What follows belongs to an exercise in optimizing a design on an open flow for small area and a short achievable clock period; a production flow would make more cautious choices.
In this exercise RTL edits were held to simulation tests only and were not proved equivalent to the original.
The flow treats the clock pin as an ideal source, which a real chip does not have.
No activity file was given, so power comes from the tool's default toggle rates.

==> job 2978: inputs <==
==> flow/design.v <==
module sync_fifo
(
input               clk,
input               rst_n,
input               wen,
input   [15:0]      data_in,
output              full,
input               ren,
output  [15:0]      data_out,
output              empty
);
reg  [3:0]  wr_hi, wr_lo;
reg  [15:0] rd_oh;
reg         full_r;
reg         nempty_r;
reg  [15:0] mem [0:15];
reg  [15:0] data_out_r;
assign full     = full_r;
assign empty    = ~nempty_r;
assign data_out = data_out_r;
wire push = wen & ~full_r;
wire pop  = ren & nempty_r;
wire [15:0] wr_oh;
genvar i;
generate
    for (i = 0; i < 16; i = i + 1) begin : sel
        assign wr_oh[i] = wr_hi[i/4] & wr_lo[i%4];
    end
endgenerate
wire [3:0]  wr_lo1 = {wr_lo[2:0], wr_lo[3]};
wire [3:0]  wr_hi1 = {wr_hi[2:0], wr_hi[3]};
wire [15:0] wr_oh1 = {wr_oh[14:0], wr_oh[15]};
wire [15:0] rd_oh1 = {rd_oh[14:0], rd_oh[15]};
wire [3:0]  rd_lo  = rd_oh[3:0] | rd_oh[7:4] | rd_oh[11:8] | rd_oh[15:12];
wire        last_word  = |(rd_oh1 & wr_oh);
wire        last_space = |(wr_oh1 & rd_oh);
always @(posedge clk or negedge rst_n)
begin
    if (!rst_n) begin
        wr_hi    <= 4'd1;
        wr_lo    <= 4'd1;
        rd_oh    <= 16'd1;
        full_r   <= 1'b0;
        nempty_r <= 1'b0;
    end else begin
        if (push & wr_lo[3])
            wr_hi <= wr_hi1;
        if (push)
            wr_lo <= (last_space & ~pop) ? 4'd0 : wr_lo1;
        else if (pop & full_r)
            wr_lo <= rd_lo;
        if (pop)  rd_oh <= rd_oh1;
        if (push)
            nempty_r <= 1'b1;
        else if (pop)
            nempty_r <= ~last_word;
        if (pop)
            full_r <= 1'b0;
        else if (push)
            full_r <= last_space;
    end
end
reg [15:0] rd_word;
integer k;
always @*
begin
    rd_word = 16'd0;
    for (k = 0; k < 16; k = k + 1)
        rd_word = rd_word | (mem[k] & {16{rd_oh[k]}});
end
generate
    for (i = 0; i < 16; i = i + 1) begin : row
        always @(posedge clk)
            if (wr_oh[i])
                mem[i] <= data_in;
    end
endgenerate
always @(posedge clk)
    if (pop)
        data_out_r <= rd_word;
endmodule
==> flow/flow/run.sh <==
#!/bin/bash
# The standard layout (the standard.sh: standard synthesis, floorplan,
# placement, CTS, routing, finish) with one change, made by a hook at the end
# of the CTS step (post_cts.tcl): the clock tree's upper levels are replaced by
# a few buffers fed straight from the clock port, each driving the nearest leaf
# buffers. Every register still gets its clock through two buffers, with the
# same arrival time for all of them; only the tree's depth shrinks.
set -euo pipefail
here=$(pwd)
export POST_CTS_TCL="$here/flow/post_cts.tcl"
export CLOCK_ROOTS=4
bash standard.sh > "$here/standard.log" 2>&1
==> flow/flow/post_cts.tcl <==
# Sourced by ORFS's cts.tcl (POST_CTS_TCL) after CTS and its timing repair.
# Replaces the clock tree's upper levels by CLOCK_ROOTS buffers fed straight
# from the clock port; each drives the leaf buffers nearest to it (k-means on
# the leaf buffers' positions). Then legalizes and repairs timing again.

proc restructure_clock {K} {
  set block [ord::get_db_block]
  set clknet [[$block findBTerm clk] getNet]
  set leaves {}
  set upper {}
  foreach inst [$block getInsts] {
    set n [$inst getName]
    if {[string match clkbuf_leaf_* $n]} {
      lappend leaves $inst
    } elseif {[string match clkbuf_* $n]} {
      lappend upper $inst
    }
  }
  set n [llength $leaves]
  if {$n < $K || [llength $upper] == 0} {
    puts "restructure_clock: $n leaf buffers, [llength $upper] upper buffers; tree left as it is"
    return
  }
  set pts {}
  foreach l $leaves {
    set b [$l getBBox]
    lappend pts [list [expr {([$b xMin] + [$b xMax]) / 2.0}] [expr {([$b yMin] + [$b yMax]) / 2.0}]]
  }
  # k-means, seeded by the leaves sorted by angle around their centre
  set cx 0.0; set cy 0.0
  foreach p $pts { set cx [expr {$cx + [lindex $p 0]}]; set cy [expr {$cy + [lindex $p 1]}] }
  set cx [expr {$cx / $n}]; set cy [expr {$cy / $n}]
  set ang {}
  foreach p $pts { lappend ang [list [expr {atan2([lindex $p 1] - $cy, [lindex $p 0] - $cx)}] $p] }
  set ang [lsort -real -index 0 $ang]
  set cents {}
  for {set k 0} {$k < $K} {incr k} { lappend cents [lindex [lindex $ang [expr {int(($k + 0.5) * $n / $K)}]] 1] }
  set asg {}
  for {set it 0} {$it < 100} {incr it} {
    set asg {}
    foreach p $pts {
      set best 0; set bd 1e30
      for {set k 0} {$k < $K} {incr k} {
        set c [lindex $cents $k]
        set d [expr {pow([lindex $p 0] - [lindex $c 0], 2) + pow([lindex $p 1] - [lindex $c 1], 2)}]
        if {$d < $bd} { set bd $d; set best $k }
      }
      lappend asg $best
    }
    set new {}
    for {set k 0} {$k < $K} {incr k} {
      set sx 0.0; set sy 0.0; set c 0
      foreach p $pts a $asg {
        if {$a == $k} { set sx [expr {$sx + [lindex $p 0]}]; set sy [expr {$sy + [lindex $p 1]}]; incr c }
      }
      if {$c > 0} { lappend new [list [expr {$sx / $c}] [expr {$sy / $c}]] } else { lappend new [lindex $cents $k] }
    }
    set cents $new
  }
  # every load of an upper-level buffer must be a buffer of the tree or a
  # dummy load; otherwise leave the tree as it is
  foreach u $upper {
    foreach it [[[$u findITerm X] getNet] getITerms] {
      set m [[$it getInst] getName]
      if {[$it getInst] ne $u && ![string match clkbuf_* $m] && ![string match clkload* $m]} {
        puts "restructure_clock: $m hangs on an upper level; tree left as it is"
        return
      }
    }
  }
  foreach u $upper {
    set onet [[$u findITerm X] getNet]
    foreach it [$onet getITerms] {
      set i [$it getInst]
      if {$i eq $u} continue
      if {[string match clkload* [$i getName]]} { odb::dbInst_destroy $i } else { $it disconnect }
    }
    odb::dbInst_destroy $u
    odb::dbNet_destroy $onet
  }
  set master [[ord::get_db] findMaster sky130_fd_sc_hd__clkbuf_16]
  for {set k 0} {$k < $K} {incr k} {
    set cnt 0
    foreach a $asg { if {$a == $k} { incr cnt } }
    if {$cnt == 0} continue
    set b [odb::dbInst_create $block $master clkroot_$k]
    set net [odb::dbNet_create $block clknet_root_$k]
    $net setSigType CLOCK
    [$b findITerm A] connect $clknet
    [$b findITerm X] connect $net
    set c [lindex $cents $k]
    $b setLocation [expr {int([lindex $c 0])}] [expr {int([lindex $c 1])}]
    $b setPlacementStatus PLACED
    foreach l $leaves a $asg { if {$a == $k} { [$l findITerm A] connect $net } }
    puts "restructure_clock: clkroot_$k drives $cnt leaf buffers"
  }
}

restructure_clock $::env(CLOCK_ROOTS)
detailed_placement
estimate_parasitics -placement
report_clock_latency -clock [all_clocks]
repair_timing_helper
detailed_placement
check_placement -verbose
estimate_parasitics -placement
report_clock_latency -clock [all_clocks]
puts "post_cts: setup WNS [worst_slack -max], hold WNS [worst_slack -min]"
==> flow/standard.sh <==
#!/bin/bash
# synth_recipe.tcl (not shown) runs the flow's synth.tcl, then flattens the netlist and writes it again
# the make line also repeats each setting of config.mk as NAME=value (left out here)
make -C /OpenROAD-flow-scripts/flow DESIGN_CONFIG=/design/flow/config.mk WORK_HOME=/design/flow/orfs CLKGATE_MAP_FILE= SYNTH_SCRIPT=/design/flow/synth_recipe.tcl "${@:-finish}"
==> flow/config.mk <==
export PLATFORM = sky130hd
export DESIGN_NAME = sync_fifo
export DESIGN_NICKNAME = sync_fifo
export VERILOG_FILES = /design/flow/design.v
export SDC_FILE = /design/flow/constraint.sdc
export NUM_CORES = 4
export LEC_CHECK = 0
export CAP_MARGIN = 20
export CORE_MARGIN = 2
export CORE_UTILIZATION = 65
export CTS_CLUSTER_DIAMETER = 100
export CTS_CLUSTER_SIZE = 30
export PLACE_DENSITY = 0.72
export SETUP_SLACK_MARGIN = 1.8
export SLEW_MARGIN = 20
==> flow/constraint.sdc <==
create_clock -name core_clock -period 3.5 [get_ports {clk}]
set_input_delay 0.7000 -clock core_clock [delete_from_list [all_inputs] [get_ports {clk}]]
set_output_delay 0.7000 -clock core_clock [all_outputs]
set_load 0.01 [all_outputs]
==> job 457 (differences from job 2978) <==
==> flow/flow/run.sh (replaced) <==
#!/bin/bash
# The standard layout (the standard.sh: standard synthesis, floorplan,
# placement, CTS, routing, finish) with one change, made by a hook at the end
# of the CTS step (post_cts.tcl):
# - the clock tree's upper levels are replaced by CLOCK_ROOTS buffers fed
#   straight from the clock port, each driving the nearest leaf buffers, so
#   the registers get their clock through two buffers, all at the same time;
set -euo pipefail
here=$(pwd)
export POST_CTS_TCL="$here/flow/post_cts.tcl"
export CLOCK_ROOTS=3
export EARLY_REGS="rd_oh* wr_hi* wr_lo*"
bash standard.sh > "$here/standard.log" 2>&1
--- a/flow/flow/post_cts.tcl
+++ b/flow/flow/post_cts.tcl
@@ -97,5 +97,57 @@
 }
 
+
+# Useful skew for the paths between registers: the registers whose names
+# match EARLY_REGS (the FIFO pointers, which start the longest register-to-
+# register paths and feed no output) get their clock from one buffer fed
+# straight from the clock port, so it reaches them one buffer level earlier.
+proc early_clock {patterns} {
+  set block [ord::get_db_block]
+  set clknet [[$block findBTerm clk] getNet]
+  set sinks {}
+  foreach inst [$block getInsts] {
+    set n [$inst getName]
+    foreach p $patterns {
+      if {[string match $p $n]} {
+        set ck [$inst findITerm CLK]
+        if {$ck ne "NULL" && $ck ne ""} { lappend sinks $ck }
+        break
+      }
+    }
+  }
+  if {[llength $sinks] == 0} { puts "early_clock: no registers match"; return }
+  set sx 0.0; set sy 0.0
+  foreach ck $sinks {
+    set b [[$ck getInst] getBBox]
+    set sx [expr {$sx + ([$b xMin] + [$b xMax]) / 2.0}]
+    set sy [expr {$sy + ([$b yMin] + [$b yMax]) / 2.0}]
+  }
+  set n [llength $sinks]
+  set master [[ord::get_db] findMaster sky130_fd_sc_hd__clkbuf_16]
+  set b [odb::dbInst_create $block $master clkearly]
+  set net [odb::dbNet_create $block clknet_early]
+  $net setSigType CLOCK
+  [$b findITerm A] connect $clknet
+  [$b findITerm X] connect $net
+  $b setLocation [expr {int($sx / $n)}] [expr {int($sy / $n)}]
+  $b setPlacementStatus PLACED
+  foreach ck $sinks { $ck disconnect; $ck connect $net }
+  puts "early_clock: clkearly drives $n registers"
+  # leaf buffers left without loads
+  foreach inst [$block getInsts] {
+    if {[string match clkbuf_leaf_* [$inst getName]]} {
+      set onet [[$inst findITerm X] getNet]
+      if {[llength [$onet getITerms]] <= 1} {
+        [$inst findITerm A] disconnect
+        odb::dbInst_destroy $inst
+        odb::dbNet_destroy $onet
+        puts "early_clock: removed an empty leaf buffer"
+      }
+    }
+  }
+}
+
 restructure_clock $::env(CLOCK_ROOTS)
+if {[info exists ::env(EARLY_REGS)]} { early_clock $::env(EARLY_REGS) }
 detailed_placement
 estimate_parasitics -placement
- CORE_UTILIZATION: 65 -> 55
- PLACE_DENSITY: 0.72 -> unset
- SETUP_SLACK_MARGIN: 1.8 -> 1.85
==> job 1485 (differences from job 2978) <==
==> flow/design.v (replaced) <==
module sync_fifo
(
input               clk,
input               rst_n,
input               wen,
input   [15:0]      data_in,
output              full,
input               ren,
output  [15:0]      data_out,
output              empty
);
reg  [15:0] wr_oh;
reg  [15:0] rd_oh;
reg         full_r;
reg         nempty_r;
reg  [15:0] mem [0:15];
reg  [15:0] data_out_r;
assign full     = full_r;
assign empty    = ~nempty_r;
assign data_out = data_out_r;
wire push = wen & ~full_r;
wire pop  = ren & nempty_r;
wire [15:0] wr_oh1     = {wr_oh[14:0], wr_oh[15]};
wire [15:0] rd_oh1     = {rd_oh[14:0], rd_oh[15]};
wire        last_word  = |(rd_oh1 & wr_oh);
wire        last_space = |(wr_oh1 & rd_oh);
always @(posedge clk or negedge rst_n)
begin
    if (!rst_n) begin
        wr_oh    <= 16'd1;
        rd_oh    <= 16'd1;
        full_r   <= 1'b0;
        nempty_r <= 1'b0;
    end else begin
        if (push) wr_oh <= wr_oh1;
        if (pop)  rd_oh <= rd_oh1;
        if (push)
            nempty_r <= 1'b1;
        else if (pop)
            nempty_r <= ~last_word;
        if (pop)
            full_r <= 1'b0;
        else if (push)
            full_r <= last_space;
    end
end
reg [15:0] rd_word;
integer k;
always @*
begin
    rd_word = 16'd0;
    for (k = 0; k < 16; k = k + 1)
        rd_word = rd_word | (mem[k] & {16{rd_oh[k]}});
end
genvar i;
generate
    for (i = 0; i < 16; i = i + 1) begin : row
        always @(posedge clk)
            if (wr_oh[i] & ~full_r)
                mem[i] <= data_in;
    end
endgenerate
always @(posedge clk)
    if (pop)
        data_out_r <= rd_word;
endmodule
==> flow/run.sh (new file) <==
#!/bin/bash
# synth_recipe.tcl (not shown) runs the flow's synth.tcl, then flattens the netlist and writes it again
# the make line also repeats each setting of config.mk as NAME=value (left out here)
make -C /OpenROAD-flow-scripts/flow DESIGN_CONFIG=/design/flow/config.mk WORK_HOME=/design/flow/orfs CLKGATE_MAP_FILE= SYNTH_SCRIPT=/design/flow/synth_recipe.tcl finish
- PLACE_DENSITY: 0.72 -> 0.7
- SETUP_SLACK_MARGIN: 1.8 -> 1.75
removed: flow/flow/run.sh
removed: flow/flow/post_cts.tcl
removed: flow/standard.sh
==> comparison table <==
item                                                         job 2978     job 457    job 1485
Count of unique library cells instantiated by Yosys                31          31          28
Final weighted congestion in routability-driven placement       0.816       0.848       0.824
Status                                       timing/DRC/antenna clean  timing/DRC/antenna clean  timing/DRC/antenna clean
Total iterations of the first detailed-routing run                  5           5          13
Cell count after placement                                        850         901         804
Core ar.                                                   16,600 um2  19,500 um2  16,600 um2
First-pass GRT wire length                                  40,400 um   41,900 um   38,400 um
Nets in the synthesized netlist                                   641         641         581
Final HPWL DP                                               14,900 um   14,800 um   14,200 um
Count of multi-input combinational gates                          275         275         217
Data arrival time of the critical path                        1710 ps      900 ps     1140 ps
Worst hold margin                                              571 ps      503 ps      558 ps
Internal power consumption                                    4.67 mW     4.68 mW     4.82 mW
Gate count after technology mapping                               621         621         561
Combinational share of power                                     1.7%        1.8%        1.5%
Share of the synthesized area in the top cell type              74.2%       74.2%       73.7%
Slowest CP cell                                               dfrtp_1    edfxtp_1     dfrtp_4
Combined flip-flop and latch cell area                       8870 um2    8880 um2    9050 um2
PnR worst setup slack                                         1800 ps     1900 ps     1660 ps
CP max stage delay                                             630 ps      410 ps      500 ps

==> re-timing with driven ports <==
The results above use ideal ports. As a check the final layouts listed here were re-extracted and re-timed, cells and wires unchanged.
Step 1: set_driving_cell puts a clkbuf_16 on clk and a buf_2 on each other input, an assumption about the parent block.
Step 2 moves the port delays by t, midway between the first and last clock arrival at a register: inputs arrive t later, outputs are due t later. That takes back most of the time a late clock gives input paths.
a / b / c = ideal ports / drivers / drivers and shift; a / b = the first two.
run | t, ns | setup slack, ns | worst setup path after step 2 | clock arrival spread, ns | worst data-port slew with drivers (ns)
job 2978 | 0.404 | 1.804 / 1.750 / 1.588 | input to register | 0.027 / 0.027 | 0.05
job 457 | 0.337 | 1.899 / 1.809 / 1.636 | input to register | 0.172 / 0.172 | 0.05
job 1485 | 0.522 | 1.657 / 1.612 / 1.429 | input to register | 0.039 / 0.038 | 0.04
After both steps every run listed still meets setup and hold. The setup slack of job 457, which loses most, moves by -0.090 ns with the drivers and by -0.263 ns with both steps.
